Source: an optimization exercise on an open RTL-to-GDS flow (aim: small area and a short achievable clock period). Production flows keep margins and buffers that such runs may drop.
Function was checked by simulation only, so behaviour that the tests miss may differ from the original.
No activity file was given, so power comes from the tool's default toggle rates.

==> flow/design.v, too long to show whole: its modules and the start of the top module <==
// module iq_comp: 631 lines
// module iq_a21o: 3 lines
// module iq_a21oi: 3 lines
// module iq_a22o: 3 lines
// module iq_a22oi: 3 lines
// module iq_and2: 3 lines
// module iq_fa: 3 lines
// module iq_ha: 3 lines
// module iq_inv: 3 lines
// module iq_maj3: 3 lines
// module iq_mux2: 3 lines
// module iq_mux2x2: 3 lines
// module iq_nand2: 3 lines
// module iq_nor2: 3 lines
// module iq_nor2b2: 3 lines
// module iq_nor3: 3 lines
// module iq_o21ai: 3 lines
// module iq_xnor2: 3 lines
// module iq_xor2: 3 lines
// module iq_benc: 9 lines
// module iq_bencn: 9 lines
// module iq_add13: 3 lines
module iq_comp (
	input clk, RESETn,
	input freeze_iqcomp,
	input [1:0] op_mode,
	input [3:0] Ix, Qx,
	input signed [12:0] Wr_in, Wj_in,
	output reg signed [3:0] Iy, Qy,
	output wire settled,
	output reg signed [12:0] Wr, Wj
);
  // ...
==> flow/flow/run.sh <==
#!/bin/bash
# Layout flow: the standard flow, with two changes:
#  - synthesis maps the RTL's leaf modules to the cells given in
#    flow/cells_map.v (via ORFS's SYNTH_CANONICALIZE_TCL hook);
#  - port buffers are buf_2 cells.
set -euo pipefail
here=$(pwd)
export SYNTH_CANONICALIZE_TCL="$here/flow/canon.tcl"
export BUFFER_PORTS_ARGS="-buffer_cell sky130_fd_sc_hd__buf_1"
bash standard.sh > "$here/standard.log" 2>&1
==> flow/flow/canon.tcl <==
# Sourced by ORFS's synthesis canonicalize step (SYNTH_CANONICALIZE_TCL):
# replaces the leaf modules of the RTL by their cell-level views in
# cells_map.v (same functions, as sky130 cells).
set here [file dirname [file normalize [info script]]]
set f [open [file join $here leaf_modules.txt] r]
set leaves [string trim [read $f]]
close $f
foreach m $leaves {
  delete =$m
}
read_verilog [file join $here cells_map.v]
hierarchy -check -top $::env(DESIGN_NAME)
==> flow/flow/cells_map.v <==
// Generated by gen/gen8.py: cell-level views of the leaf modules of rtl/iq_comp.v

module iq_a21o (input a, b, c, output y);
sky130_fd_sc_hd__a21o_1 g (.A1(a), .A2(b), .B1(c), .X(y));
endmodule

module iq_a21oi (input a, b, c, output y);
sky130_fd_sc_hd__a21oi_1 g (.A1(a), .A2(b), .B1(c), .Y(y));
endmodule

module iq_a22o (input a, b, c, d, output y);
sky130_fd_sc_hd__a22o_1 g (.A1(a), .A2(b), .B1(c), .B2(d), .X(y));
endmodule

module iq_a22oi (input a, b, c, d, output y);
sky130_fd_sc_hd__a22oi_1 g (.A1(a), .A2(b), .B1(c), .B2(d), .Y(y));
endmodule

module iq_and2 (input a, b, output y);
sky130_fd_sc_hd__and2_1 g (.A(a), .B(b), .X(y));
endmodule

module iq_fa (input a, b, c, output s, co);
sky130_fd_sc_hd__fa_1 g (.A(a), .B(b), .CIN(c), .SUM(s), .COUT(co));
endmodule

module iq_ha (input a, b, output s, co);
sky130_fd_sc_hd__ha_1 g (.A(a), .B(b), .SUM(s), .COUT(co));
endmodule

module iq_inv (input a, output y);
sky130_fd_sc_hd__inv_1 g (.A(a), .Y(y));
endmodule

module iq_maj3 (input a, b, c, output y);
sky130_fd_sc_hd__maj3_1 g (.A(a), .B(b), .C(c), .X(y));
endmodule

module iq_mux2 (input a0, a1, s, output y);
sky130_fd_sc_hd__mux2_1 g (.A0(a0), .A1(a1), .S(s), .X(y));
endmodule

module iq_mux2x2 (input a0, a1, s, output y);
sky130_fd_sc_hd__mux2_2 g (.A0(a0), .A1(a1), .S(s), .X(y));
endmodule

module iq_nand2 (input a, b, output y);
sky130_fd_sc_hd__nand2_1 g (.A(a), .B(b), .Y(y));
endmodule

module iq_nor2 (input a, b, output y);
sky130_fd_sc_hd__nor2_1 g (.A(a), .B(b), .Y(y));
endmodule

module iq_nor2b2 (input a, bn, output y);
sky130_fd_sc_hd__nor2b_2 g (.A(a), .B_N(bn), .Y(y));
endmodule

module iq_nor3 (input a, b, c, output y);
sky130_fd_sc_hd__nor3_1 g (.A(a), .B(b), .C(c), .Y(y));
endmodule

module iq_o21ai (input a, b, c, output y);
sky130_fd_sc_hd__o21ai_0 g (.A1(a), .A2(b), .B1(c), .Y(y));
endmodule

module iq_xnor2 (input a, b, output y);
sky130_fd_sc_hd__xnor2_1 g (.A(a), .B(b), .Y(y));
endmodule

module iq_xor2 (input a, b, output y);
sky130_fd_sc_hd__xor2_1 g (.A(a), .B(b), .X(y));
endmodule

module iq_benc (input [3:0] I, output [5:0] e);
wire nI0, nI1, e1n, f;
sky130_fd_sc_hd__inv_1 g0 (.A(I[0]), .Y(nI0));
sky130_fd_sc_hd__inv_4 g1 (.A(nI0), .Y(e[0]));
sky130_fd_sc_hd__inv_1 g2 (.A(I[1]), .Y(nI1));
sky130_fd_sc_hd__nor2_4 g3 (.A(nI1), .B(I[0]), .Y(e[1]));
sky130_fd_sc_hd__inv_4 g4 (.A(nI1), .Y(e[2]));
sky130_fd_sc_hd__xnor2_1 g5 (.A(I[1]), .B(I[2]), .Y(e1n));
sky130_fd_sc_hd__inv_4 g6 (.A(e1n), .Y(e[3]));
sky130_fd_sc_hd__xor2_1 g7 (.A(I[3]), .B(I[2]), .X(f));
sky130_fd_sc_hd__nor2b_4 g8 (.A(f), .B_N(e1n), .Y(e[4]));
sky130_fd_sc_hd__inv_4 g9 (.A(I[3]), .Y(e[5]));
endmodule

module iq_bencn (input [3:0] I, output [5:0] e);
wire nI0, nI1, nI3, e1n, f;
sky130_fd_sc_hd__inv_1 g0 (.A(I[0]), .Y(nI0));
sky130_fd_sc_hd__inv_4 g1 (.A(nI0), .Y(e[0]));
sky130_fd_sc_hd__inv_1 g2 (.A(I[1]), .Y(nI1));
sky130_fd_sc_hd__nor2_4 g3 (.A(nI1), .B(I[0]), .Y(e[1]));
sky130_fd_sc_hd__inv_4 g4 (.A(I[1]), .Y(e[2]));
sky130_fd_sc_hd__xnor2_1 g5 (.A(I[1]), .B(I[2]), .Y(e1n));
sky130_fd_sc_hd__inv_4 g6 (.A(e1n), .Y(e[3]));
sky130_fd_sc_hd__xor2_1 g7 (.A(I[3]), .B(I[2]), .X(f));
sky130_fd_sc_hd__nor2b_4 g8 (.A(f), .B_N(e1n), .Y(e[4]));
sky130_fd_sc_hd__inv_1 g9 (.A(I[3]), .Y(nI3));
sky130_fd_sc_hd__inv_4 g10 (.A(nI3), .Y(e[5]));
endmodule



module iq_add13(A, B, s);
  input [12:0] A;
  wire [12:0] A;
  input [12:0] B;
  wire [12:0] B;
  output [12:0] s;
  wire [12:0] s;
  wire _00_;
  wire _01_;
  wire _02_;
  wire _03_;
  wire _04_;
  wire _05_;
  wire _06_;
  wire _07_;
  wire _08_;
  wire _09_;
  wire _10_;
  wire _11_;
  wire _12_;
  wire _13_;
  wire _14_;
  wire _15_;
  wire _16_;
  wire _17_;
  wire _18_;
  wire _19_;
  wire _20_;
  wire _21_;
  wire _22_;
  wire _23_;
  wire _24_;
  wire _25_;
  wire _26_;
  wire _27_;
  wire _28_;
  wire _29_;
  wire _30_;
  wire _31_;
  wire _32_;
  wire _33_;
  wire _34_;
  wire _35_;
  wire _36_;
  wire _37_;
  wire _38_;
  sky130_fd_sc_hd__nand2_1 _39_ (
    .A(A[0]),
    .B(B[0]),
    .Y(_00_)
  );
  sky130_fd_sc_hd__xor2_1 _40_ (
    .A(A[0]),
    .B(B[0]),
    .X(s[0])
  );
  sky130_fd_sc_hd__nor2_1 _41_ (
    .A(A[11]),
    .B(B[11]),
    .Y(_01_)
  );
  sky130_fd_sc_hd__nand2_1 _42_ (
    .A(A[11]),
    .B(B[11]),
    .Y(_02_)
  );
  sky130_fd_sc_hd__and2_0 _43_ (
    .A(A[10]),
    .B(B[10]),
    .X(_03_)
  );
  sky130_fd_sc_hd__nor2_1 _44_ (
    .A(A[10]),
    .B(B[10]),
    .Y(_04_)
  );
  sky130_fd_sc_hd__nor2_1 _45_ (
    .A(_03_),
    .B(_04_),
    .Y(_05_)
  );
  sky130_fd_sc_hd__nand2_1 _46_ (
    .A(A[9]),
    .B(B[9]),
    .Y(_06_)
  );
  sky130_fd_sc_hd__or2_0 _47_ (
    .A(A[9]),
    .B(B[9]),
    .X(_07_)
  );
  sky130_fd_sc_hd__nand2_1 _48_ (
    .A(A[8]),
    .B(B[8]),
    .Y(_08_)
  );
  sky130_fd_sc_hd__xnor2_1 _49_ (
    .A(A[8]),
    .B(B[8]),
    .Y(_09_)
  );
  sky130_fd_sc_hd__and2_0 _50_ (
    .A(A[7]),
    .B(B[7]),
    .X(_10_)
  );
  sky130_fd_sc_hd__nor2_1 _51_ (
    .A(A[7]),
    .B(B[7]),
    .Y(_11_)
  );
  sky130_fd_sc_hd__and2_0 _52_ (
    .A(A[6]),
    .B(B[6]),
    .X(_12_)
  );
  sky130_fd_sc_hd__nor2_1 _53_ (
    .A(A[6]),
    .B(B[6]),
    .Y(_13_)
  );
  sky130_fd_sc_hd__nor2_1 _54_ (
    .A(_12_),
    .B(_13_),
    .Y(_14_)
  );
  sky130_fd_sc_hd__nand2_1 _55_ (
    .A(A[1]),
    .B(B[1]),
    .Y(_15_)
  );
  sky130_fd_sc_hd__nor2_1 _56_ (
    .A(A[1]),
    .B(B[1]),
    .Y(_16_)
  );
  sky130_fd_sc_hd__xor2_1 _57_ (
    .A(A[1]),
    .B(B[1]),
    .X(_17_)
  );
  sky130_fd_sc_hd__o21ai_0 _58_ (
    .A1(_00_),
    .A2(_16_),
    .B1(_15_),
    .Y(_18_)
  );
  sky130_fd_sc_hd__xnor2_1 _59_ (
    .A(A[2]),
    .B(B[2]),
    .Y(_19_)
  );
  sky130_fd_sc_hd__maj3_1 _60_ (
    .A(A[2]),
    .B(B[2]),
    .C(_18_),
    .X(_20_)
  );
  sky130_fd_sc_hd__xnor2_1 _61_ (
    .A(A[3]),
    .B(B[3]),
    .Y(_21_)
  );
  sky130_fd_sc_hd__maj3_1 _62_ (
    .A(A[3]),
    .B(B[3]),
    .C(_20_),
    .X(_22_)
  );
  sky130_fd_sc_hd__xnor2_1 _63_ (
    .A(A[4]),
    .B(B[4]),
    .Y(_23_)
  );
  sky130_fd_sc_hd__maj3_1 _64_ (
    .A(A[4]),
    .B(B[4]),
    .C(_22_),
    .X(_24_)
  );
  sky130_fd_sc_hd__xnor2_1 _65_ (
    .A(A[5]),
    .B(B[5]),
    .Y(_25_)
  );
  sky130_fd_sc_hd__maj3_1 _66_ (
    .A(A[5]),
    .B(B[5]),
    .C(_24_),
    .X(_26_)
  );
  sky130_fd_sc_hd__a21o_1 _67_ (
    .A1(_14_),
    .A2(_26_),
    .B1(_12_),
    .X(_27_)
  );
  sky130_fd_sc_hd__a211oi_1 _68_ (
    .A1(_14_),
    .A2(_26_),
    .B1(_10_),
    .C1(_12_),
    .Y(_28_)
  );
  sky130_fd_sc_hd__nor2_1 _69_ (
    .A(_11_),
    .B(_28_),
    .Y(_29_)
  );
  sky130_fd_sc_hd__o31ai_1 _70_ (
    .A1(_09_),
    .A2(_11_),
    .A3(_28_),
    .B1(_08_),
    .Y(_30_)
  );
  sky130_fd_sc_hd__o311ai_0 _71_ (
    .A1(_09_),
    .A2(_11_),
    .A3(_28_),
    .B1(_08_),
    .C1(_06_),
    .Y(_31_)
  );
  sky130_fd_sc_hd__nand2_1 _72_ (
    .A(_07_),
    .B(_31_),
    .Y(_32_)
  );
  sky130_fd_sc_hd__a31oi_1 _73_ (
    .A1(_05_),
    .A2(_07_),
    .A3(_31_),
    .B1(_03_),
    .Y(_33_)
  );
  sky130_fd_sc_hd__o21ai_0 _74_ (
    .A1(_01_),
    .A2(_33_),
    .B1(_02_),
    .Y(_34_)
  );
  sky130_fd_sc_hd__xnor2_1 _75_ (
    .A(A[12]),
    .B(B[12]),
    .Y(_35_)
  );
  sky130_fd_sc_hd__xnor2_1 _76_ (
    .A(_34_),
    .B(_35_),
    .Y(s[12])
  );
  sky130_fd_sc_hd__nor2b_1 _77_ (
    .A(_01_),
    .B_N(_02_),
    .Y(_36_)
  );
  sky130_fd_sc_hd__xnor2_1 _78_ (
    .A(_33_),
    .B(_36_),
    .Y(s[11])
  );
  sky130_fd_sc_hd__xnor2_1 _79_ (
    .A(_05_),
    .B(_32_),
    .Y(s[10])
  );
  sky130_fd_sc_hd__nand2_1 _80_ (
    .A(_06_),
    .B(_07_),
    .Y(_37_)
  );
  sky130_fd_sc_hd__xnor2_1 _81_ (
    .A(_30_),
    .B(_37_),
    .Y(s[9])
  );
  sky130_fd_sc_hd__xnor2_1 _82_ (
    .A(_09_),
    .B(_29_),
    .Y(s[8])
  );
  sky130_fd_sc_hd__or2_0 _83_ (
    .A(_10_),
    .B(_11_),
    .X(_38_)
  );
  sky130_fd_sc_hd__xnor2_1 _84_ (
    .A(_27_),
    .B(_38_),
    .Y(s[7])
  );
  sky130_fd_sc_hd__xor2_1 _85_ (
    .A(_14_),
    .B(_26_),
    .X(s[6])
  );
  sky130_fd_sc_hd__xnor2_1 _86_ (
    .A(_24_),
    .B(_25_),
    .Y(s[5])
  );
  sky130_fd_sc_hd__xnor2_1 _87_ (
    .A(_22_),
    .B(_23_),
    .Y(s[4])
  );
  sky130_fd_sc_hd__xnor2_1 _88_ (
    .A(_20_),
    .B(_21_),
    .Y(s[3])
  );
  sky130_fd_sc_hd__xnor2_1 _89_ (
    .A(_18_),
    .B(_19_),
    .Y(s[2])
  );
  sky130_fd_sc_hd__xnor2_1 _90_ (
    .A(_00_),
    .B(_17_),
    .Y(s[1])
  );
endmodule
==> flow/flow/leaf_modules.txt <==
iq_a21o iq_a21oi iq_a22o iq_a22oi iq_and2 iq_fa iq_ha iq_inv iq_maj3 iq_mux2 iq_mux2x2 iq_nand2 iq_nor2 iq_nor2b2 iq_nor3 iq_o21ai iq_xnor2 iq_xor2 iq_benc iq_bencn iq_add13
==> flow/standard.sh <==
#!/bin/bash
# synth_recipe.tcl (not shown) runs the flow's synth.tcl, then flattens the netlist and writes it again
# the make line also repeats each setting of config.mk as NAME=value (left out here)
make -C /OpenROAD-flow-scripts/flow DESIGN_CONFIG=/design/flow/config.mk WORK_HOME=/design/flow/orfs CLKGATE_MAP_FILE= SYNTH_SCRIPT=/design/flow/synth_recipe.tcl "${@:-finish}"
==> flow/config.mk <==
export PLATFORM = sky130hd
export DESIGN_NAME = iq_comp
export DESIGN_NICKNAME = iq_comp
export VERILOG_FILES = /design/flow/design.v
export SDC_FILE = /design/flow/constraint.sdc
export NUM_CORES = 4
export LEC_CHECK = 0
export CAP_MARGIN = 20
export CORE_MARGIN = 2
export CORE_UTILIZATION = 65
export CTS_BUF_LIST = sky130_fd_sc_hd__clkbuf_8
export SETUP_SLACK_MARGIN = 2.0
export SLEW_MARGIN = 20
export SYNTH_HIERARCHICAL = 1
export SYNTH_MINIMUM_KEEP_SIZE = 0
==> flow/constraint.sdc <==
create_clock -name core_clock -period 8.0 [get_ports {clk}]
set_input_delay 1.6000 -clock core_clock [delete_from_list [all_inputs] [get_ports {clk}]]
set_output_delay 1.6000 -clock core_clock [all_outputs]
set_load 0.01 [all_outputs]
==> flow_summary_export.csv, run 1 <==
group,metric,value,unit
yosys,synth_top_area_frac,0.185,
global_route,grt_pass1_vias,6391,
clocking,htreeDepth,2,
layout,final_cell_area,7680,µm²
yosys,ys_top_cells_by_count,"xnor2_1, a22oi_1, nand2_1, fa_1, inv_1",
clocking,cts_buffer_depth,2,
timing,period_needed,5800,ps
hold_path,worstHoldEndpoint,"Wj[0]",
global_route,top_usage_layer,"met2",
power_and_ir_drop,pwr-share-seq,0.085,
layout,diodes,0,
run_status,status,"complete, no violations",
layout,multi_input_gates,683,
layout,n_all_buffers,82,
layout,nets,1017,
drt,initialDrtViolationCount,436,
drt,finalWirelength,19200,µm
layout,final.clkbuf_count,6,
setup_path,critPathBufInv,2,
setup_path,cp-end-kind,"register",
setup_path,slowest_stage,"fa_1",
setup_path,reg2reg_from,"Qy[1]",
power_and_ir_drop,total_power,4.02,mW
timing,tightestPinTransition,1020,ps
yosys,yosysWarnings,7,
yosys,synthAdderAreaFrac,0.257,
power_and_ir_drop,seq-power,0.341,mW
clocking,post_cts_buffers,0,
layout,sh_seq_area,0.0886,
power_and_ir_drop,power_leader,"combinational cells",
clocking,cts_resized,2,
==> run 2, diff against run 1 <==
--- a/flow/config.mk
+++ b/flow/config.mk
@@ -7,9 +7,10 @@
 export LEC_CHECK = 0
 export CAP_MARGIN = 20
 export CORE_MARGIN = 2
-export CORE_UTILIZATION = 65
+export CORE_UTILIZATION = 40
 export CTS_BUF_LIST = sky130_fd_sc_hd__clkbuf_8
 export SETUP_SLACK_MARGIN = 2.0
 export SLEW_MARGIN = 20
 export SYNTH_HIERARCHICAL = 1
 export SYNTH_MINIMUM_KEEP_SIZE = 0
+export TNS_END_PERCENT = 0
==> flow_summary_export.csv, run 2 <==
group,metric,value,unit
drt,initialDrtViolationCount,315,
clocking,root_buffer,"clkbuf_8",
power_and_ir_drop,combPwrFrac,0.875,
setup_path,cp.arrival,5890,ps
setup_path,worstPathRequired,8210,ps
yosys,synth_top_area_frac,0.185,
timing,drv_slew,0,
global_route,grt_pass1_vias,5778,
clocking,cts_buffer_depth,2,
floorplanning,dieArea,18600,µm²
clocking,htreeDepth,2,
power_and_ir_drop,p_clk_frac,0.038,
layout,nets,1013,
power_and_ir_drop,pwr-share-seq,0.087,
setup_path,cp_max_fo,10,
timing,tightestPinTransition,717,ps
timing,fin_skew,9.49,ps
yosys,netlist_instances,796,
clocking,clk_latency,320,ps
global_route,grt.overflow.total,0,
placement,dpl.hpwl,14900,µm
drt,vias,5863,
setup_path,critical_path_class,"in2reg",
yosys,yosysTopAreaCell,"fa_1",
floorplanning,die_y,137,µm
layout,final_cell_area,7730,µm²
yosys,ys_top_cells_by_count,"xnor2_1, a22oi_1, nand2_1, fa_1, inv_1",
layout,area.growth.synth_to_final,10.0,%
power_and_ir_drop,p_switching,2.02,mW
global_route,grt_start_max_net_pins,27,
drt,drtPass1Iterations,5,
timing,clock.fmax,176,MHz
yosys,synth_flop_cell,"dfxtp_1",
floorplanning,die_w,137,µm
timing,setup_violations,0,
yosys,async_flop_share,0,
hold_path,hold_path_depth,2,
layout,top_regs,"Wj (13), Wr (13)",
layout,final_common_cell,"xnor2_1",
floorplanning,core_area,17200,µm²
clocking,cts_hold_buf,0,
hold_path,hold_class,"reg2reg",
drt,finalWirelength,18400,µm
yosys,synth.area.top_cells,"fa_1, xnor2_1, dfxtp_1",
power_and_ir_drop,switching_share,0.522,
yosys,synth_area,7020,µm²
placement,place_inst,1094,
hold_path,hp-start,"Wr[12]",
setup_path,critical-path-top-delay-family,"adder cells",
run,max_cap_violations,0,
power_and_ir_drop,p_leak,3.04,nW
timing,hold_slack,735,ps
yosys,yosysSeqAreaShare,0.0969,
power_and_ir_drop,power_density,499,nW/µm²
layout,final_cell_mix,"xnor2_1, a22oi_1, nand2_1, buf_1, fa_1",
power_and_ir_drop,ir_drop,0.304,mV
timing,period_needed,5690,ps
drt,drc_errors,0,
floorplanning,initial_core_util,0.407,
drt,viasPerCell,5.30,
setup_path,path_cells,"buf_1 > nor2b_4 > buf_12 > mux2_2 > a22oi_1 > xnor2_1 > ha_1 > fa_1 > fa_1 > xor2_1 > xor2_1 > nor2_1 > nor3_1 > a21o_1 > xor2_1 > a21o_1 > mux2_1",
clocking,path_clk_slew,80,ps
setup_path,r2r.worst_path.cells,13,
hold_path,worstHoldEndpoint,"Wr[12]",
setup_path,crit_path_max_incr_delay,640,ps
clocking,numCtsBuffers,5,
drt,wire_per_inst,16.6,µm
yosys,synth-edff-count,0,
run_status,status,"complete, no violations",
yosys,syn_area_per_cell,8.82,µm²
global_route,grt_pass1_wl,30000,µm
setup_path,crit_path_start_kind,"primary input",
setup_path,critPathBufInv,2,
timing,fin_crit_sh,0.711,
yosys,ys_ff_latch,34,
yosys,ys_types,36,
global_route,antenna_found_initial,0,
timing,grt_setup_unrepaired,"false",
power_and_ir_drop,p_int,1.84,mW
timing,hold_viol_final,0,
placement,place.port_buffers,73,
timing,fin_setup_tns,0,ps
setup_path,reg2reg_from,"Qy[1]",
setup_path,r2r_end,"Wr[12]",
yosys,synth.most_common_cell,"xnor2_1",
yosys,yosysWarnings,7,
clocking,cts_tree,"done",
layout,drive_above_1_share,0.0851,
layout,instances_no_fill,1106,
setup_path,path_common_cell,"xor2_1",
timing,slew_headroom,0.522,
setup_path,ff2ff_setup_slack,3020,ps
floorplanning,io_pins,74,
placement,place_area,7570,µm²
clocking,clock_sinks,34,
placement,gp_congestion,0.841,
setup_path,slowest_stage,"fa_1",
layout,diodes,0,
drt,ant_nets,0,
global_route,grt_use_total,0.206,
setup_path,cp-end-kind,"register",
floorplanning,row_count,48,
-- run 2: cell counts after synthesis --
No cell type changed its count.
-- run 2: per-stage QoR --
stage | power, mW | setup WS [ps] | utilization
2_1_floorplan | 3.08 | 2330 | -
3_3_place_gp | 3.69 | 1590 | 0.439
3_5_place_dp | 3.70 | 1570 | 0.439
4_1_cts | 3.88 | 2110 | 0.445
5_1_grt | 4.30 | 1990 | 0.448
6_report | 3.86 | 2310 | 0.448
-- run 2: final cells by class --
type                       count  area [µm²]
clock inverter                 2        8.76
fill                        1700        9510
tap                          225         282
multi-input combinational    683        6010
sequential                    34         681
clock buffer                   6        82.6
timing repair buffer          78         337
inverter                      78         333
-- run 2: logic make-up (layout without fill, tap and decap cells) --
kind of cell	after synthesis	in the layout	synth area share
xor gates and xnor gates	196	196	0.244
other	1	2	0.000534
AOI/OAI and AO/OA	165	165	0.175
DFF	34	34	0.0969
adders and majority gates	108	108	0.257
and+or+nand+nor	178	178	0.122
buffers and inverters	80	164	0.0501
muxes	34	34	0.0545
-- run 2: worst min-delay path: stages (launching register included) --
cell     delay, ps
dfxtp_1        350
mux2_2         230
a22o_1         130
-- run 2: timing repair --
item	4_1_cts	5_1_grt
pin swaps	0	0
setup buffers	0	4
endpoints found under the setup margin	8	8
cloned	0	0
resized for setup	2	0
hold endpoints to repair	0	0
-- run 2: modules after synthesis, one instance, submodules excluded, a selection --
module	flip-flops and latches	cell area (µm²)	cells	copies in the design
iq_fa	0	20.0	1	65
iq_nand2	0	3.75	1	56
iq_nor3	0	5.00	1	2
iq_and2	0	6.26	1	14
iq_a22o	0	8.76	1	26
iq_benc	0	75.1	10	3
iq_a22oi	0	7.51	1	88
iq_bencn	0	78.8	11	1
iq_nor2	0	3.75	1	42
iq_mux2x2	0	11.3	1	26
iq_mux2	0	11.3	1	8
-- run 2: worst max-delay path by stage --
stage	from	endpoint	slack, ps	depth (start not counted)
final	op_mode[0]	Qy[1]	2310	17
after global placement	op_mode[0]	Qy[2]	1590	16
after detailed placement	op_mode[0]	Qy[0]	1570	16
after global routing	op_mode[0]	Qy[1]	1990	17
after floorplan	op_mode[0]	Iy[0]	2330	15
after CTS	op_mode[0]	Qy[1]	2110	16
-- run 2: metal layers --
metal  wire (µm)  up-vias  global-route usage  part of all wire
met5           0        -                   0                 0
li1            -     2862                   -                 -
met1        8470     2819               0.287              0.46
met4         311        0              0.0602             0.017
met2        8670      161               0.336              0.47
met3         957       21              0.0230             0.052
-- run 2: power groups by stage --
stage          registers (mW)  logic [mW]  clock network, mW
6_report                0.335        3.38              0.147
5_1_grt                 0.346        3.80              0.157
4_1_cts                 0.335        3.39              0.152
3_5_place_dp            0.340        3.36                  0
3_3_place_gp            0.342        3.35                  0
2_1_floorplan           0.315        2.77                  0
==> run 3, diff against run 2 <==
--- a/flow/config.mk
+++ b/flow/config.mk
@@ -13,4 +13,4 @@
 export SLEW_MARGIN = 20
 export SYNTH_HIERARCHICAL = 1
 export SYNTH_MINIMUM_KEEP_SIZE = 0
-export TNS_END_PERCENT = 0
+export TNS_END_PERCENT = 25
==> flow_summary_export.csv, run 3 <==
group,metric,value,unit
yosys,ys_ff_latch,34,
timing,grt_setup_unrepaired,"false",
drt,initialDrtViolationCount,315,
placement,gp_congestion,0.841,
setup_path,ff2ff_setup_slack,3020,ps
global_route,grt_use_total,0.206,
yosys,yosysTopAreaCell,"fa_1",
layout,fillers,1700,
floorplanning,row_count,48,
drt,vias,5863,
timing,fin_skew,9.49,ps
layout,final_common_cell,"xnor2_1",
drt,viasPerCell,5.30,
global_route,grt.overflow.total,0,
timing,period_needed,5690,ps
power_and_ir_drop,ir_drop,0.304,mV
drt,wire_per_inst,16.6,µm
timing,fin_setup_tns,0,ps
clocking,cts_tree,"done",
yosys,syn_area_per_cell,8.82,µm²
clocking,numCtsBuffers,5,
yosys,synth-edff-count,0,
setup_path,critical_path_class,"in2reg",
timing,slew_headroom,0.522,
setup_path,worstPathRequired,8210,ps
hold_path,hold_path_depth,2,
layout,area.growth.synth_to_final,10.0,%
layout,final_cell_area,7730,µm²
clocking,root_buffer,"clkbuf_8",
placement,dpl.hpwl,14900,µm
hold_path,hold_class,"reg2reg",
drt,finalWirelength,18400,µm
clocking,cts_buffer_depth,2,
timing,fin_crit_sh,0.711,
layout,diodes,0,
yosys,synth_flop_cell,"dfxtp_1",
global_route,grt_start_max_net_pins,27,
floorplanning,die_y,137,µm
clocking,clock_sinks,34,
drt,ant_nets,0,
setup_path,slowest_stage,"fa_1",
clocking,path_clk_slew,80,ps
timing,setup_violations,0,
yosys,yosysSeqAreaShare,0.0969,
setup_path,cp_max_fo,10,
layout,drive_above_1_share,0.0851,
floorplanning,initial_core_util,0.407,
timing,tightestPinTransition,717,ps
yosys,synth.area.top_cells,"fa_1, xnor2_1, dfxtp_1",
timing,hold_viol_final,0,
global_route,grt_pass1_wl,30000,µm
yosys,ys_top_cells_by_count,"xnor2_1, a22oi_1, nand2_1, fa_1, inv_1",
layout,final_cell_mix,"xnor2_1, a22oi_1, nand2_1, buf_1, fa_1",
floorplanning,die_w,137,µm
floorplanning,core_area,17200,µm²
setup_path,r2r_end,"Wr[12]",
setup_path,cp-startpoint,"op_mode[0]",
setup_path,reg2reg_from,"Qy[1]",
layout,top_regs,"Wj (13), Wr (13)",
timing,drv_slew,0,
yosys,yosysWarnings,7,
yosys,synth_area,7020,µm²
floorplanning,dieArea,18600,µm²
setup_path,r2r.worst_path.cells,13,
placement,place.port_buffers,73,
global_route,antenna_found_initial,0,
run,max_cap_violations,0,
drt,drc_errors,0,
yosys,netlist_instances,796,
drt,drtPass1Iterations,5,
setup_path,cp-end-kind,"register",
clocking,htreeDepth,2,
layout,nets,1013,
yosys,ys_types,36,
timing,clock.fmax,176,MHz
clocking,clk_latency,320,ps
setup_path,path_cells,"buf_1 > nor2b_4 > buf_12 > mux2_2 > a22oi_1 > xnor2_1 > ha_1 > fa_1 > fa_1 > xor2_1 > xor2_1 > nor2_1 > nor3_1 > a21o_1 > xor2_1 > a21o_1 > mux2_1",
yosys,synth.most_common_cell,"xnor2_1",
yosys,synth_top_area_frac,0.185,
setup_path,crit_path_start_kind,"primary input",
power_and_ir_drop,p_leak,3.04,nW
power_and_ir_drop,power_density,499,nW/µm²
placement,place_area,7570,µm²
run_status,status,"complete, no violations",
power_and_ir_drop,total_power,3.86,mW
setup_path,path_common_cell,"xor2_1",
setup_path,cp.arrival,5890,ps
yosys,async_flop_share,0,
floorplanning,io_pins,74,
global_route,grt_pass1_vias,5778,
setup_path,crit_path_max_incr_delay,640,ps
setup_path,cp-endpoint,"Qy[1]",
==> run 3: what timing repair did <==
action | 4_1_cts | 5_1_grt
hold endpoints to repair | 0 | 0
resized for setup | 2 | 0
hold buffers | 0 | 0
endpoints found under the setup margin | 8 | 8
setup buffers | 0 | 4
pin swaps | 0 | 0
==> run 3: cell type report <==
cell class,instances,area [µm²],area share
clock inverter,2,8.76,0.00113
timing repair buffer,78,337,0.0435
multi-input combinational,683,6010,0.777
tap,225,282,0.0364
inverter,78,333,0.0431
sequential,34,681,0.0881
clock buffer,6,82.6,0.0107
==> run 3: metal layers <==
| metal | vias up | routed length (µm) | GRT usage | share of wire |
|---|---|---|---|---|
| li1 | 2862 | - | - | - |
| met1 | 2819 | 8470 | 0.287 | 0.46 |
| met2 | 161 | 8670 | 0.336 | 0.47 |
| met3 | 21 | 957 | 0.0230 | 0.052 |
| met4 | 0 | 311 | 0.0602 | 0.017 |
| met5 | - | 0 | 0 | 0 |
==> run 3: how the worst min path moves through the flow <==
stage	startpoint	endpoint
3_3_place_gp	Wr[12]	Wr[12]
2_1_floorplan	Wj[12]	Wj[12]
5_1_grt	Wr[12]	Wr[12]
4_1_cts	Wr[12]	Wr[12]
3_5_place_dp	Wr[12]	Wr[12]
6_report	Wr[12]	Wr[12]
==> run 3: power breakdown <==
group | internal (mW) | total, mW | switching (mW) | leakage [nW]
Sequential | 0.228 | 0.335 | 0.108 | 0.280
Combinational | 1.55 | 3.38 | 1.83 | 2.71
Clock | 0.0684 | 0.147 | 0.0786 | 0.0524
==> run 3: cell families after synthesis <==
group,share of synthesized area
compound gates,0.175
xor+xnor,0.244
fa+ha+maj,0.257
buf+inv,0.0501
flops,0.0969
mux,0.0545
other cells,0.000534
simple gates,0.122
==> run 3: worst max-delay path, delay by kind of cell <==
family	cells	cell delay (ps)
adder cells (fa/ha/maj)	3	1360
multiplexers	2	780
XOR/XNOR	4	750
AO/OA/AOI/OAI	3	670
AND/OR/NAND/NOR	3	460
buffers and inverters	2	270
==> run 3: per-stage QoR <==
step	setup slack [ps]	utilization	hold slack, ps	instances
finish	2310	0.448	735	1106
global route	1990	0.448	766	1106
CTS	2110	0.445	736	1102
detailed placement	1570	0.439	719	1094
global placement	1590	0.439	715	1094
floorplan	2330	-	692	797
==> run 3: Yosys stat by module (local to each module, per instance), excerpt <==
| module | cells | copies in the design | area (µm²) |
|---|---|---|---|
| iq_comp | 63 | 1 | 897 |
| iq_xnor2 | 1 | 102 | 8.76 |
| iq_mux2x2 | 1 | 26 | 11.3 |
| iq_a21oi | 1 | 8 | 5.00 |
| iq_fa | 1 | 65 | 20.0 |
| iq_a22oi | 1 | 88 | 7.51 |
| iq_mux2 | 1 | 8 | 11.3 |
| iq_nor2 | 1 | 42 | 3.75 |
| iq_a22o | 1 | 26 | 8.76 |
| iq_a21o | 1 | 8 | 7.51 |
==> run 4, diff against run 3 <==
--- a/flow/flow/run.sh
+++ b/flow/flow/run.sh
@@ -7,4 +7,5 @@
 here=$(pwd)
 export SYNTH_CANONICALIZE_TCL="$here/flow/canon.tcl"
 export BUFFER_PORTS_ARGS="-buffer_cell sky130_fd_sc_hd__buf_1"
+export RECOVER_POWER=100
 bash standard.sh > "$here/standard.log" 2>&1
--- a/flow/config.mk
+++ b/flow/config.mk
@@ -13,4 +13,3 @@
 export SLEW_MARGIN = 20
 export SYNTH_HIERARCHICAL = 1
 export SYNTH_MINIMUM_KEEP_SIZE = 0
-export TNS_END_PERCENT = 25
==> flow_summary_export.csv, run 4 <==
group,metric,value,unit
timing,grt_setup_unrepaired,"false",
clocking,clock_sinks,34,
timing,fin_setup_tns,0,ps
clocking,path_clk_slew,80,ps
setup_path,worstPathRequired,8210,ps
placement,place.port_buffers,73,
floorplanning,die_y,137,µm
setup_path,critical_path_class,"in2reg",
power_and_ir_drop,ir_drop,0.304,mV
setup_path,crit_path_max_incr_delay,610,ps
drt,ant_nets,0,
yosys,ys_ff_latch,34,
layout,diodes,0,
yosys,synth-edff-count,0,
floorplanning,initial_core_util,0.407,
clocking,cts_hold_buf,0,
drt,vias,5860,
drt,initialDrtViolationCount,330,
setup_path,crit_path_start_kind,"primary input",
drt,finalWirelength,18400,µm
clocking,cts_tree,"done",
setup_path,critPathBufInv,2,
timing,clock.fmax,162,MHz
placement,gp_congestion,0.841,
yosys,yosysTopAreaCell,"fa_1",
layout,final_cell_mix,"xnor2_1, a22oi_1, nand2_1, buf_1, fa_1",
drt,viasPerCell,5.30,
layout,utilization,0.447,
timing,setup_violations,0,
setup_path,cp_max_fo,13,
global_route,grt_pass1_vias,5778,
yosys,ys_types,36,
drt,drc_errors,0,
yosys,synth.area.top_cells,"fa_1, xnor2_1, dfxtp_1",
yosys,yosysWarnings,7,
yosys,synth_top_area_frac,0.185,
setup_path,cp.arrival,6400,ps
global_route,grt_use_total,0.206,
setup_path,cp-end-kind,"register",
timing,timing.final.ws_setup,1810,ps
yosys,netlist_instances,796,
run_status,status,"complete, no violations",
layout,nets,1013,
timing,hold_viol_final,0,
clocking,root_buffer,"clkbuf_8",
drt,wire_per_inst,16.6,µm
yosys,synth_flop_cell,"dfxtp_1",
global_route,grt_start_max_net_pins,27,
timing,fin_crit_sh,0.774,
timing,slew_headroom,0.0678,
floorplanning,core_area,17200,µm²
yosys,ys_top_cells_by_count,"xnor2_1, a22oi_1, nand2_1, fa_1, inv_1",
timing,fin_skew,9.41,ps
timing,drv_slew,0,
setup_path,slowest_stage,"fa_1",
run,max_cap_violations,0,
setup_path,path_cells,"buf_1 > nor2b_2 > clkbuf_1 > mux2_1 > a22oi_1 > xnor2_1 > ha_1 > fa_1 > fa_1 > xor2_1 > xor2_1 > nor2_1 > nor3_1 > a21o_1 > xor2_1 > a21o_1 > mux2_1",
clocking,cts_buffer_depth,2,
timing,hold_slack,739,ps
timing,tightestPinTransition,1400,ps
layout,final_common_cell,"xnor2_1",
clocking,htreeDepth,2,
setup_path,path_common_cell,"xor2_1",
clocking,clk_latency,330,ps
global_route,grt.overflow.total,0,
layout,drive_above_1_share,0.0806,
drt,drtPass1Iterations,7,
placement,dp_slack,1570,ps
yosys,yosysSeqAreaShare,0.0969,
yosys,async_flop_share,0,
global_route,grt_pass1_wl,30000,µm
layout,area.growth.synth_to_final,9.58,%
global_route,antenna_found_initial,0,
floorplanning,io_pins,74,
layout,top_regs,"Wj (13), Wr (13)",
power_and_ir_drop,power_density,501,nW/µm²
timing,period_needed,6190,ps
yosys,synth.most_common_cell,"xnor2_1",
floorplanning,die_w,137,µm
floorplanning,dieArea,18600,µm²
setup_path,critical-path-top-delay-family,"adder cells",
floorplanning,row_count,48,
yosys,synth_area,7020,µm²
hold_path,hold_class,"reg2reg",
placement,dpl.hpwl,14900,µm
clocking,numCtsBuffers,5,
yosys,syn_area_per_cell,8.82,µm²
power_and_ir_drop,p_leak,3.02,nW
run 4: metal layers:
metal | track usage | up-vias | share of wire
met3 | 0.0230 | 21 | 0.054
met5 | 0 | - | 0
met1 | 0.287 | 2815 | 0.46
li1 | - | 2864 | -
met4 | 0.0602 | 0 | 0.017
met2 | 0.336 | 160 | 0.47
run 4: layout make-up:
type	count	area [µm²]
Inverter	78	333
Timing Repair Buffer	78	317
Multi-Input combinational cell	683	5990
Sequential cell	34	681
Fill cell	1704	9540
Tap cell	225	282
Clock inverter	2	8.76
Clock buffer	6	82.6
run 4: worst paths after layout:
check / startpoint / to / slack, ps / cells past startpoint
worst min register to register: Wr[12] / Wr[12] / 740 / 2
worst min-delay path: Wr[12] / Wr[12] / 740 / 2
worst max-delay path: op_mode[0] / Qy[1] / 1810 / 17
worst max register to register: Qy[1] / Wr[12] / 3030 / 13
run 4: kinds of logic after synthesis:
| family | share of synthesized area |
|---|---|
| xor gates and xnor gates | 0.244 |
| and+or+nand+nor | 0.122 |
| other | 0.000534 |
| buffers and inverters | 0.0501 |
| AOI/OAI and AO/OA | 0.175 |
| adders and majority gates | 0.257 |
| DFF | 0.0969 |
| muxes | 0.0545 |
run 4: what timing repair did:
item / 4_1_cts / 5_1_grt
setup buffers: 0 / 4
resized for setup: 2 / 0
endpoints found under the setup margin: 8 / 8
pin swaps: 0 / 0
run 4: worst reg2reg max path: cells and delay by family, from the launching register on:
family | cells | cell delay (ps)
XOR/XNOR | 1 | 140
AO/OA/AOI/OAI | 5 | 1440
adder cells (fa/ha/maj) | 6 | 2390
AND/OR/NAND/NOR | 1 | 220
flip-flops | 1 | 680
run 4: power by group:
part	total (mW)	switching (mW)	internal [mW]
Combinational	3.37	1.83	1.55
Clock	0.148	0.0800	0.0684
Sequential	0.334	0.106	0.228
Total	3.86	2.01	1.84
run 4: per-stage QoR:
| step | instance area [µm²] | cells | total power [mW] |
|---|---|---|---|
| detailed placement | 7570 | 1094 | 3.70 |
| floorplan | 7030 | 797 | 3.08 |
| CTS | 7670 | 1102 | 3.88 |
| global route | 7700 | 1106 | 4.30 |
| finish | 7700 | 1106 | 3.86 |
| global placement | 7570 | 1094 | 3.69 |
run 4: modules after synthesis (local to each module, per instance), a selection:
module / area, µm² / times used
iq_a22oi: 7.51 / 88
iq_xnor2: 8.76 / 102
iq_inv: 3.75 / 47
iq_fa: 20.0 / 65
iq_a22o: 8.76 / 26
iq_mux2x2: 11.3 / 26
iq_add13: 357 / 2
iq_nor3: 5.00 / 2
iq_maj3: 10.0 / 6
iq_nor2b2: 8.76 / 2
iq_a21oi: 5.00 / 8
iq_nand2: 3.75 / 56
iq_bencn: 78.8 / 1
==> run 5, diff against run 4 <==
--- a/flow/flow/run.sh
+++ b/flow/flow/run.sh
@@ -7,5 +7,4 @@
 here=$(pwd)
 export SYNTH_CANONICALIZE_TCL="$here/flow/canon.tcl"
 export BUFFER_PORTS_ARGS="-buffer_cell sky130_fd_sc_hd__buf_1"
-export RECOVER_POWER=100
 bash standard.sh > "$here/standard.log" 2>&1
--- a/flow/config.mk
+++ b/flow/config.mk
@@ -9,7 +9,7 @@
 export CORE_MARGIN = 2
 export CORE_UTILIZATION = 40
 export CTS_BUF_LIST = sky130_fd_sc_hd__clkbuf_8
-export SETUP_SLACK_MARGIN = 2.0
+export SETUP_SLACK_MARGIN = 2.25
 export SLEW_MARGIN = 20
 export SYNTH_HIERARCHICAL = 1
 export SYNTH_MINIMUM_KEEP_SIZE = 0
==> flow_summary_export.csv, run 5 <==
group,metric,value,unit
placement,gp_congestion,0.841,
clocking,path_clk_slew,80,ps
drt,wire_per_inst,17.0,µm
floorplanning,initial_core_util,0.407,
drt,finalWirelength,18900,µm
placement,dpl.hpwl,14900,µm
power_and_ir_drop,ir_drop,0.322,mV
yosys,synth.area.top_cells,"fa_1, xnor2_1, dfxtp_1",
setup_path,path_cells,"buf_6 > nor2b_4 > buf_12 > mux2_4 > a22oi_1 > xnor2_1 > ha_1 > fa_1 > fa_2 > xor2_1 > xor2_1 > nor2_1 > nor3_1 > a21o_1 > xor2_1 > a21o_1 > mux2_1",
layout,drive_above_1_share,0.121,
run,max_cap_violations,0,
yosys,synth_compound_area_frac,0.175,
floorplanning,row_count,48,
drt,drtPass1Iterations,5,
setup_path,crit_path_start_kind,"primary input",
yosys,synth.most_common_cell,"xnor2_1",
yosys,yosysSeqAreaShare,0.0969,
drt,drc_errors,0,
yosys,synthAdderAreaFrac,0.257,
clocking,cts_tree,"done",
timing,hold_slack,741,ps
setup_path,worstPathRequired,8210,ps
yosys,ys_top_cells_by_count,"xnor2_1, a22oi_1, nand2_1, fa_1, inv_1",
floorplanning,io_pins,74,
clocking,clock_sinks,34,
setup_path,cp.arrival,5800,ps
yosys,netlist_instances,796,
timing,hold_viol_final,0,
global_route,grtUsageMet2,0.337,
clocking,cts_buffer_depth,2,
yosys,ys_ff_latch,34,
global_route,antenna_found_initial,0,
clocking,clk_latency,320,ps
run_status,status,"complete, no violations",
yosys,ys_types,36,
timing,grt_setup_unrepaired,"true",
power_and_ir_drop,p_leak,3.18,nW
timing,tightestPinTransition,618,ps
global_route,grt_pass1_vias,5800,
yosys,synthMuxAreaShare,0.0545,
timing,clock.fmax,179,MHz
layout,utilization,0.462,
timing,fin_skew,10.5,ps
clocking,numCtsBuffers,5,
timing,setup_violations,0,
global_route,grt_start_max_net_pins,27,
drt,viasPerCell,5.32,
global_route,grt_use_total,0.206,
setup_path,path_common_cell,"xor2_1",
yosys,synth_flop_cell,"dfxtp_1",
drt,initialDrtViolationCount,346,
global_route,grt.overflow.total,0,
placement,place_area,7570,µm²
setup_path,cp_max_fo,6,
setup_path,cp-startpoint,"op_mode[1]",
global_route,use_met1,0.288,
yosys,syn_area_per_cell,8.82,µm²
yosys,yosysTopAreaCell,"fa_1",
clocking,cts_hold_buf,0,
yosys,synthXorXnorAreaFrac,0.244,
clocking,root_buffer,"clkbuf_8",
hold_path,hp-start,"Wr[12]",
timing,fin_setup_tns,0,ps
setup_path,critical-path-top-delay-family,"adder cells",
setup_path,critPathBufInv,2,
setup_path,slowest_stage,"fa_2",
global_route,use_met3,0.0230,
floorplanning,die_w,137,µm
setup_path,cp-end-kind,"register",
placement,place.port_buffers,73,
power_and_ir_drop,power_density,505,nW/µm²
floorplanning,core_area,17200,µm²
setup_path,critical_path_class,"in2reg",
yosys,async_flop_share,0,
setup_path,crit_path_max_incr_delay,590,ps
floorplanning,die_y,137,µm
layout,top_regs,"Wj (13), Wr (13)",
yosys,yosysWarnings,7,
layout,fillers,1686,
drt,ant_nets,0,
layout,final_common_cell,"xnor2_1",
layout,nets,1019,
drt,vias,5921,
global_route,grt_pass1_wl,30100,µm
yosys,synth-edff-count,0,
global_route,top_usage_layer,"met2",
floorplanning,dieArea,18600,µm²
layout,instances_no_fill,1112,
timing,drv_slew,0,
layout,area.growth.synth_to_final,13.4,%
timing,fin_crit_sh,0.699,
timing,slew_headroom,0.588,
clocking,htreeDepth,2,
yosys,yosys.area_share.simple,0.122,
layout,final_cell_mix,"xnor2_1, a22oi_1, nand2_1, buf_1, inv_1",
yosys,synth_top_area_frac,0.185,
placement,place_inst,1094,
setup_path,reg2reg_from,"Qy[1]",
yosys,synth_area,7020,µm²
layout,diodes,0,
hold_path,hold_class,"reg2reg",
yosys,synth_top_family_by_area,"adder cells",
timing,period_needed,5590,ps
layout,final_cell_area,7970,µm²
-- run 5: layer usage --
| layer | vias up | share of wire |
|---|---|---|
| li1 | 2875 | - |
| met1 | 2865 | 0.46 |
| met2 | 162 | 0.47 |
| met3 | 19 | 0.049 |
| met4 | 0 | 0.016 |
| met5 | - | 0 |
-- run 5: where the power goes --
part           internal [mW]  switching, mW  total (mW)
combinational           1.66           1.88        3.54
sequential             0.228          0.108       0.336
clock                 0.0684         0.0790       0.147
total                   1.96           2.06        4.02
-- run 5: tightest hold or removal path: stages (launching register included) --
cell     delay [ps]
dfxtp_1         330
inv_1            70
xnor2_1          70
xnor2_1         130
a22o_1          120
-- run 5: final timing paths --
kind	slack (ps)	end	cells past startpoint
hold reg to reg	740	Wr[12]	4
hold / removal	740	Wr[12]	4
setup / recovery	2410	Iy[1]	17
setup reg to reg	3070	Wr[12]	13
-- run 5: kinds of logic (layout without fill, tap and decap cells) --
logic type                 Yosys count  after routing
adders and majority gates          108            108
buffers and inverters               80            170
DFF                                 34             34
other                                1              2
muxes                               34             34
AOI/OAI and AO/OA                  165            165
xor gates and xnor gates           196            196
and+or+nand+nor                    178            178
-- run 5: repair_timing --
action,4_1_cts,5_1_grt
setup endpoints to repair,8,8
cloned,0,1
resized for setup,2,52
buffers inserted,4,5
pin swaps,0,7
-- run 5: through the flow --
step                worst slack [ps]  power (mW)
global route                    2220        4.46
finish                          2410        4.02
floorplan                       2330        3.08
global placement                1590        3.69
CTS                             2300        3.89
detailed placement              1570        3.70
-- run 5: area by class of cell --
class	count	area, µm²	area share
multi-input cells	683	6160	0.773
flip-flops and latches	34	681	0.0854
repair buffers	84	419	0.0526
inverters	78	333	0.0418
well taps	225	282	0.0353
clock buffers	6	82.6	0.0104
clock inverters	2	8.76	0.00110
-- run 5: modules after synthesis (local to each module, per instance), excerpt --
module / cells / area [µm²] / copies in the design
iq_a22o: 1 / 8.76 / 26
iq_comp: 63 / 897 / 1
iq_mux2x2: 1 / 11.3 / 26
iq_inv: 1 / 3.75 / 47
iq_nor2: 1 / 3.75 / 42
iq_nand2: 1 / 3.75 / 56
iq_ha: 1 / 12.5 / 28
iq_and2: 1 / 6.26 / 14
iq_a22oi: 1 / 7.51 / 88
iq_bencn: 11 / 78.8 / 1
iq_a21oi: 1 / 5.00 / 8
iq_nor2b2: 1 / 8.76 / 2
iq_mux2: 1 / 11.3 / 8
==> run 6, diff against run 5 <==
--- a/flow/config.mk
+++ b/flow/config.mk
@@ -9,7 +9,7 @@
 export CORE_MARGIN = 2
 export CORE_UTILIZATION = 40
 export CTS_BUF_LIST = sky130_fd_sc_hd__clkbuf_8
-export SETUP_SLACK_MARGIN = 2.25
+export SETUP_SLACK_MARGIN = 1.75
 export SLEW_MARGIN = 20
 export SYNTH_HIERARCHICAL = 1
 export SYNTH_MINIMUM_KEEP_SIZE = 0
==> flow_summary_export.csv, run 6 <==
group,metric,value,unit
global_route,grt_pass1_wl,30000,µm
setup_path,cp_max_fo,13,
setup_path,critPathBufInv,1,
yosys,yosysSeqAreaShare,0.0969,
drt,ant_nets,0,
floorplanning,io_pins,74,
clocking,root_buffer,"clkbuf_8",
clocking,htreeDepth,2,
yosys,synth.most_common_cell,"xnor2_1",
hold_path,hp-start,"Wr[12]",
setup_path,cp-end-kind,"register",
timing,hold_viol_final,0,
layout,area.growth.synth_to_final,9.26,%
layout,top_regs,"Wj (13), Wr (13)",
layout,regArea,681,µm²
placement,dpl.hpwl,14900,µm
drt,initialDrtViolationCount,286,
setup_path,critical_path_class,"in2reg",
setup_path,r2r.worst_path.cells,13,
placement,place.port_buffers,73,
yosys,synth_area,7020,µm²
power_and_ir_drop,ir_drop,0.304,mV
power_and_ir_drop,power_density,503,nW/µm²
layout,instances_no_fill,1102,
global_route,grt_use_total,0.206,
drt,viasPerCell,5.30,
drt,finalWirelength,18300,µm
hold_path,hold_class,"reg2reg",
setup_path,ff2ff_setup_slack,3050,ps
timing,grt_setup_unrepaired,"false",
setup_path,path_cells,"buf_1 > nor2b_4 > mux2_2 > a22oi_1 > xnor2_1 > ha_1 > fa_1 > fa_1 > xor2_1 > xor2_1 > nor2_1 > nor3_1 > a21o_1 > xor2_1 > a21o_1 > mux2_1",
yosys,netlist_instances,796,
setup_path,crit_path_start_kind,"primary input",
floorplanning,initial_core_util,0.407,
layout,fillers,1704,
clocking,cts_buffer_depth,2,
timing,drv_slew,0,
layout,final_cell_mix,"xnor2_1, a22oi_1, nand2_1, buf_1, fa_1",
timing,slew_headroom,0.529,
layout,drive_above_1_share,0.0810,
timing,clock.fmax,170,MHz
placement,place_inst,1094,
hold_path,worstHoldEndpoint,"Wr[12]",
power_and_ir_drop,p_clk_frac,0.038,
hold_path,hold_path_depth,2,
setup_path,r2r_end,"Wr[12]",
placement,gp_congestion,0.841,
setup_path,slowest_stage,"fa_1",
global_route,antenna_found_initial,0,
setup_path,crit_path_max_incr_delay,640,ps
setup_path,worstPathRequired,8210,ps
run_status,status,"complete, no violations",
clocking,post_cts_buffers,0,
global_route,grt.overflow.total,0,
global_route,grt_pass1_vias,5779,
timing,fin_setup_tns,0,ps
floorplanning,core_area,17200,µm²
global_route,grt_start_max_net_pins,27,
yosys,yosysWarnings,7,
power_and_ir_drop,p_leak,3.02,nW
yosys,syn_area_per_cell,8.82,µm²
clocking,numCtsBuffers,5,
run,max_cap_violations,0,
power_and_ir_drop,pwr-share-seq,0.087,
setup_path,critical-path-top-delay-family,"adder cells",
yosys,async_flop_share,0,
clocking,clock_sinks,34,
power_and_ir_drop,combPwrFrac,0.875,
layout,final_common_cell,"xnor2_1",
yosys,ys_top_cells_by_count,"xnor2_1, a22oi_1, nand2_1, fa_1, inv_1",
layout,nets,1009,
drt,wire_per_inst,16.6,µm
timing,tightestPinTransition,707,ps
clocking,cts_tree,"done",
yosys,synth-edff-count,0,
yosys,synth_top_area_frac,0.185,
setup_path,reg2reg_from,"Qy[1]",
drt,drtPass1Iterations,9,
drt,drc_errors,0,
yosys,ys_ff_latch,34,
yosys,synth.area.top_cells,"fa_1, xnor2_1, dfxtp_1",
layout,diodes,0,
power_and_ir_drop,p_int,1.84,mW
yosys,synth_flop_cell,"dfxtp_1",
timing,fin_skew,11.1,ps
floorplanning,dieArea,18600,µm²
floorplanning,die_y,137,µm
yosys,yosysTopAreaCell,"fa_1",
setup_path,cp.arrival,6090,ps
timing,period_needed,5890,ps
layout,multi_input_area,6010,µm²
timing,setup_violations,0,
floorplanning,row_count,48,
power_and_ir_drop,p_switching,2.02,mW
drt,vias,5845,
power_and_ir_drop,switching_share,0.522,
floorplanning,die_w,137,µm
clocking,path_clk_slew,80,ps
clocking,clk_latency,320,ps
yosys,ys_types,36,
setup_path,path_common_cell,"xor2_1",
timing,fin_crit_sh,0.736,
run 6: cell counts after synthesis:
No cell type changed its count.
run 6: cell families after synthesis:
family | synth area share
xor+xnor | 0.244
buf+inv | 0.0501
flops | 0.0969
mux | 0.0545
other cells | 0.000534
compound gates | 0.175
fa+ha+maj | 0.257
simple gates | 0.122
run 6: power by group through the flow:
| stage | Combinational [mW] | Clock [mW] | Sequential, mW |
|---|---|---|---|
| after global placement | 3.35 | 0 | 0.342 |
| after detailed placement | 3.36 | 0 | 0.340 |
| final | 3.37 | 0.148 | 0.336 |
| after floorplan | 2.77 | 0 | 0.315 |
| after CTS | 3.39 | 0.152 | 0.335 |
| after global routing | 3.80 | 0.157 | 0.346 |
run 6: worst min-delay path, cell delays in order (launching register included):
cell     delay, ps
dfxtp_1        350
mux2_2         230
a22o_1         130
run 6: layer usage:
layer,track usage,up-vias,share of wire,wire [µm]
met4,0.0602,0,0.017,311
met2,0.336,164,0.47,8570
met5,0,-,0,0
met3,0.0230,21,0.049,902
met1,0.287,2807,0.47,8570
li1,-,2853,-,-
run 6: stage by stage:
step	util	total power [mW]	hold WS [ps]	setup slack, ps	instance area, µm²
after floorplan	-	3.08	692	2330	7030
after global placement	0.439	3.69	715	1590	7570
after detailed placement	0.439	3.70	719	1570	7570
after CTS	0.445	3.88	736	1870	7660
after global routing	0.445	4.30	766	1800	7670
final	0.445	3.86	737	2110	7670
run 6: Yosys stat by module (local to each module, per instance), excerpt:
module	cells inside	copies in the design	flip-flops and latches	area, µm²
iq_a21o	1	8	0	7.51
iq_a22oi	1	88	0	7.51
iq_and2	1	14	0	6.26
iq_bencn	11	1	0	78.8
iq_ha	1	28	0	12.5
iq_inv	1	47	0	3.75
iq_mux2	1	8	0	11.3
iq_nor2b2	1	2	0	8.76
run 6: worst max path at each step:
stage               start  endpoint  slack [ps]  cells after the start
2_1_floorplan  op_mode[0]     Iy[0]        2330                     15
3_3_place_gp   op_mode[0]     Qy[2]        1590                     16
3_5_place_dp   op_mode[0]     Qy[0]        1570                     16
4_1_cts        op_mode[0]     Qy[1]        1870                     16
5_1_grt        op_mode[0]     Qy[1]        1800                     16
6_report       op_mode[0]     Qy[1]        2110                     16
run 6: timing repair:
action | 4_1_cts | 5_1_grt
resized for setup | 0 | 2
hold buffers | 0 | 0
endpoints found under the setup margin | 0 | 8
run 6: layout make-up:
cell class	instances	area share
multi-input combinational	683	0.783
clock inverter	2	0.00114
timing repair buffer	74	0.0367
clock buffer	6	0.0108
sequential	34	0.0887
inverter	78	0.0434
tap	225	0.0367
==> run 7, diff against run 6 <==
--- a/flow/config.mk
+++ b/flow/config.mk
@@ -9,7 +9,7 @@
 export CORE_MARGIN = 2
 export CORE_UTILIZATION = 40
 export CTS_BUF_LIST = sky130_fd_sc_hd__clkbuf_8
-export SETUP_SLACK_MARGIN = 1.75
+export SETUP_SLACK_MARGIN = 2.0
 export SLEW_MARGIN = 20
 export SYNTH_HIERARCHICAL = 1
 export SYNTH_MINIMUM_KEEP_SIZE = 0
==> flow_summary_export.csv, run 7 <==
group,metric,value,unit
setup_path,cp-startpoint,"op_mode[0]",
placement,gp_congestion,0.841,
drt,vias,5863,
setup_path,cp_max_fo,10,
floorplanning,io_pins,74,
hold_path,hold_class,"reg2reg",
clocking,htreeDepth,2,
floorplanning,core_area,17200,µm²
setup_path,reg2reg_from,"Qy[1]",
drt,drtPass1Iterations,5,
drt,viasPerCell,5.30,
clocking,cts_buffer_depth,2,
setup_path,critical-path-top-delay-family,"adder cells",
timing,drv_slew,0,
layout,nets,1013,
yosys,syn_area_per_cell,8.82,µm²
power_and_ir_drop,p_int,1.84,mW
yosys,synth_area,7020,µm²
global_route,use_met1,0.287,
clocking,cts_tree,"done",
yosys,yosysSeqAreaShare,0.0969,
global_route,grtUsageMet2,0.336,
yosys,synth_top_area_frac,0.185,
setup_path,critPathBufInv,2,
yosys,yosysWarnings,7,
global_route,top_usage_layer,"met2",
setup_path,cp.arrival,5890,ps
yosys,synth-edff-count,0,
floorplanning,die_y,137,µm
setup_path,crit_path_max_incr_delay,640,ps
floorplanning,row_count,48,
clocking,cts_hold_buf,0,
timing,grt_setup_unrepaired,"false",
drt,drc_errors,0,
clocking,root_buffer,"clkbuf_8",
setup_path,cp-end-kind,"register",
global_route,use_met3,0.0230,
yosys,netlist_instances,796,
power_and_ir_drop,power_density,499,nW/µm²
drt,finalWirelength,18400,µm
power_and_ir_drop,p_clk_frac,0.038,
yosys,ys_types,36,
placement,dpl.hpwl,14900,µm
setup_path,crit_path_start_kind,"primary input",
power_and_ir_drop,p_leak,3.04,nW
timing,setup_violations,0,
layout,area.growth.synth_to_final,10.0,%
power_and_ir_drop,total_power,3.86,mW
yosys,yosysTopAreaCell,"fa_1",
global_route,grt_pass1_wl,30000,µm
global_route,antenna_found_initial,0,
layout,fillers,1700,
timing,slew_headroom,0.522,
clocking,numCtsBuffers,5,
setup_path,worstPathRequired,8210,ps
clocking,clock_sinks,34,
layout,final_cell_mix,"xnor2_1, a22oi_1, nand2_1, buf_1, fa_1",
hold_path,hp-start,"Wr[12]",
run,max_cap_violations,0,
power_and_ir_drop,ir_drop,0.304,mV
timing,clock.fmax,176,MHz
drt,wire_per_inst,16.6,µm
global_route,grt_use_total,0.206,
setup_path,r2r.worst_path.cells,13,
floorplanning,die_w,137,µm
clocking,path_clk_slew,80,ps
setup_path,critical_path_class,"in2reg",
setup_path,ff2ff_setup_slack,3020,ps
power_and_ir_drop,combPwrFrac,0.875,
setup_path,r2r_end,"Wr[12]",
timing,hold_viol_final,0,
setup_path,path_depth,17,
yosys,synth.most_common_cell,"xnor2_1",
setup_path,slowest_stage,"fa_1",
power_and_ir_drop,switching_share,0.522,
layout,top_regs,"Wj (13), Wr (13)",
layout,drive_above_1_share,0.0851,
timing,period_needed,5690,ps
yosys,ys_ff_latch,34,
setup_path,path_common_cell,"xor2_1",
yosys,synth.area.top_cells,"fa_1, xnor2_1, dfxtp_1",
global_route,grt.overflow.total,0,
global_route,grt_start_max_net_pins,27,
drt,initialDrtViolationCount,315,
yosys,ys_top_cells_by_count,"xnor2_1, a22oi_1, nand2_1, fa_1, inv_1",
timing,fin_skew,9.49,ps
setup_path,cp-endpoint,"Qy[1]",
timing,tightestPinTransition,717,ps
clocking,clk_latency,320,ps
setup_path,path_cells,"buf_1 > nor2b_4 > buf_12 > mux2_2 > a22oi_1 > xnor2_1 > ha_1 > fa_1 > fa_1 > xor2_1 > xor2_1 > nor2_1 > nor3_1 > a21o_1 > xor2_1 > a21o_1 > mux2_1",
layout,diodes,0,
floorplanning,initial_core_util,0.407,
yosys,async_flop_share,0,
drt,ant_nets,0,
placement,place.port_buffers,73,
power_and_ir_drop,pwr-share-seq,0.087,
yosys,synth_flop_cell,"dfxtp_1",
power_and_ir_drop,p_switching,2.02,mW
run_status,status,"complete, no violations",
layout,final_common_cell,"xnor2_1",
timing,fin_setup_tns,0,ps
global_route,grt_pass1_vias,5778,
floorplanning,dieArea,18600,µm²
timing,fin_crit_sh,0.711,
[run 7: cell families (layout without fill, tap and decap cells)]
group,count (synthesis),after routing,share of synthesized area
compound gates,165,165,0.175
xor+xnor,196,196,0.244
fa+ha+maj,108,108,0.257
buf+inv,80,164,0.0501
flops,34,34,0.0969
mux,34,34,0.0545
other cells,1,2,0.000534
simple gates,178,178,0.122
[run 7: tightest hold or removal path, stage by stage, from the launching register on]
cell and delay (ps):
dfxtp_1 350, mux2_2 230, a22o_1 130
[run 7: layout make-up]
type,instances,area [µm²],area share
multi-input cells,683,6010,0.777
flip-flops and latches,34,681,0.0881
repair buffers,78,337,0.0435
inverters,78,333,0.0431
well taps,225,282,0.0364
clock buffers,6,82.6,0.0107
clock inverters,2,8.76,0.00113
[run 7: what timing repair did]
action                                 CTS  global route
setup buffers                            0             4
gates resized for setup                  2             0
endpoints found under the hold margin    0             0
setup endpoints to repair                8             8
[run 7: power by group through the flow]
stage / sequential (mW) / combinational [mW] / clock, mW
2_1_floorplan: 0.315 / 2.77 / 0
3_3_place_gp: 0.342 / 3.35 / 0
3_5_place_dp: 0.340 / 3.36 / 0
4_1_cts: 0.335 / 3.39 / 0.152
5_1_grt: 0.346 / 3.80 / 0.157
6_report: 0.335 / 3.38 / 0.147
[run 7: metal layers]
metal	part of all wire	wire (µm)	up-vias
met2	0.47	8670	161
met5	0	0	-
met4	0.017	311	0
met3	0.052	957	21
met1	0.46	8470	2819
li1	-	-	2862
[run 7: how the worst min path moves through the flow]
stage	to	slack [ps]	cells after the start
final	Wr[12]	740	2
after floorplan	Wj[12]	690	2
after global placement	Wr[12]	720	2
after global routing	Wr[12]	770	2
after CTS	Wr[12]	740	2
after detailed placement	Wr[12]	720	2
[run 7: metrics by stage]
step	cells	setup WS, ps	utilization	hold slack [ps]	instance area (µm²)
detailed placement	1094	1570	0.439	719	7570
CTS	1102	2110	0.445	736	7670
global route	1106	1990	0.448	766	7730
floorplan	797	2330	-	692	7030
finish	1106	2310	0.448	735	7730
global placement	1094	1590	0.439	715	7570
[run 7: modules after synthesis (local to each module, per instance), a selection]
module / cells inside / cell area (µm²) / times used
iq_add13: 52 / 357 / 2
iq_maj3: 1 / 10.0 / 6
iq_a22o: 1 / 8.76 / 26
iq_fa: 1 / 20.0 / 65
iq_bencn: 11 / 78.8 / 1
iq_a21o: 1 / 7.51 / 8
iq_a21oi: 1 / 5.00 / 8
iq_ha: 1 / 12.5 / 28
iq_comp: 63 / 897 / 1
iq_xnor2: 1 / 8.76 / 102
iq_benc: 10 / 75.1 / 3
iq_mux2x2: 1 / 11.3 / 26
iq_nor3: 1 / 5.00 / 2
iq_nand2: 1 / 3.75 / 56
iq_mux2: 1 / 11.3 / 8
iq_a22oi: 1 / 7.51 / 88

## separate check: timing with driven ports
How much do the figures lean on ideal ports? The routed layouts below were timed once more, with nothing changed but the port constraints.
Step 1 (the two cells are an assumption about what drives the block):
set clk [get_ports {clk}]
set_driving_cell -lib_cell sky130_fd_sc_hd__clkbuf_16 $clk
set_driving_cell -lib_cell sky130_fd_sc_hd__buf_2 [delete_from_list [all_inputs] $clk]
Step 2, shift: input delay + t, output delay - t, t = (earliest + latest rising clock arrival at the registers) / 2. This alone moves slack from input paths to output paths.
Three values: ideal ports, drivers, drivers and shift; two values: the first two.
run	t, ns	slack for setup (ns)	latest minus earliest clock arrival (ns)	slew at the worst register clock pin (ns)	worst data-port slew with drivers (ns)
run 1	0.324	2.204 / 2.219 / 1.896	0.011 / 0.011	0.08 / 0.08	0.04
run 2	0.353	2.313 / 2.319 / 1.966	0.010 / 0.010	0.08 / 0.08	0.04
run 3	0.353	2.313 / 2.319 / 1.966	0.010 / 0.010	0.08 / 0.08	0.04
run 4	0.356	1.809 / 1.816 / 1.459	0.009 / 0.009	0.09 / 0.09	0.04
run 5	0.354	2.406 / 2.393 / 2.038	0.011 / 0.011	0.09 / 0.09	0.05
run 6	0.353	2.114 / 2.121 / 1.767	0.011 / 0.011	0.09 / 0.09	0.04
run 7	0.353	2.313 / 2.319 / 1.966	0.010 / 0.010	0.08 / 0.08	0.04
After both steps setup and hold are still met in every run listed. The setup slack of run 5, which loses most, moves by -0.013 ns with the drivers and by -0.368 ns with both steps.
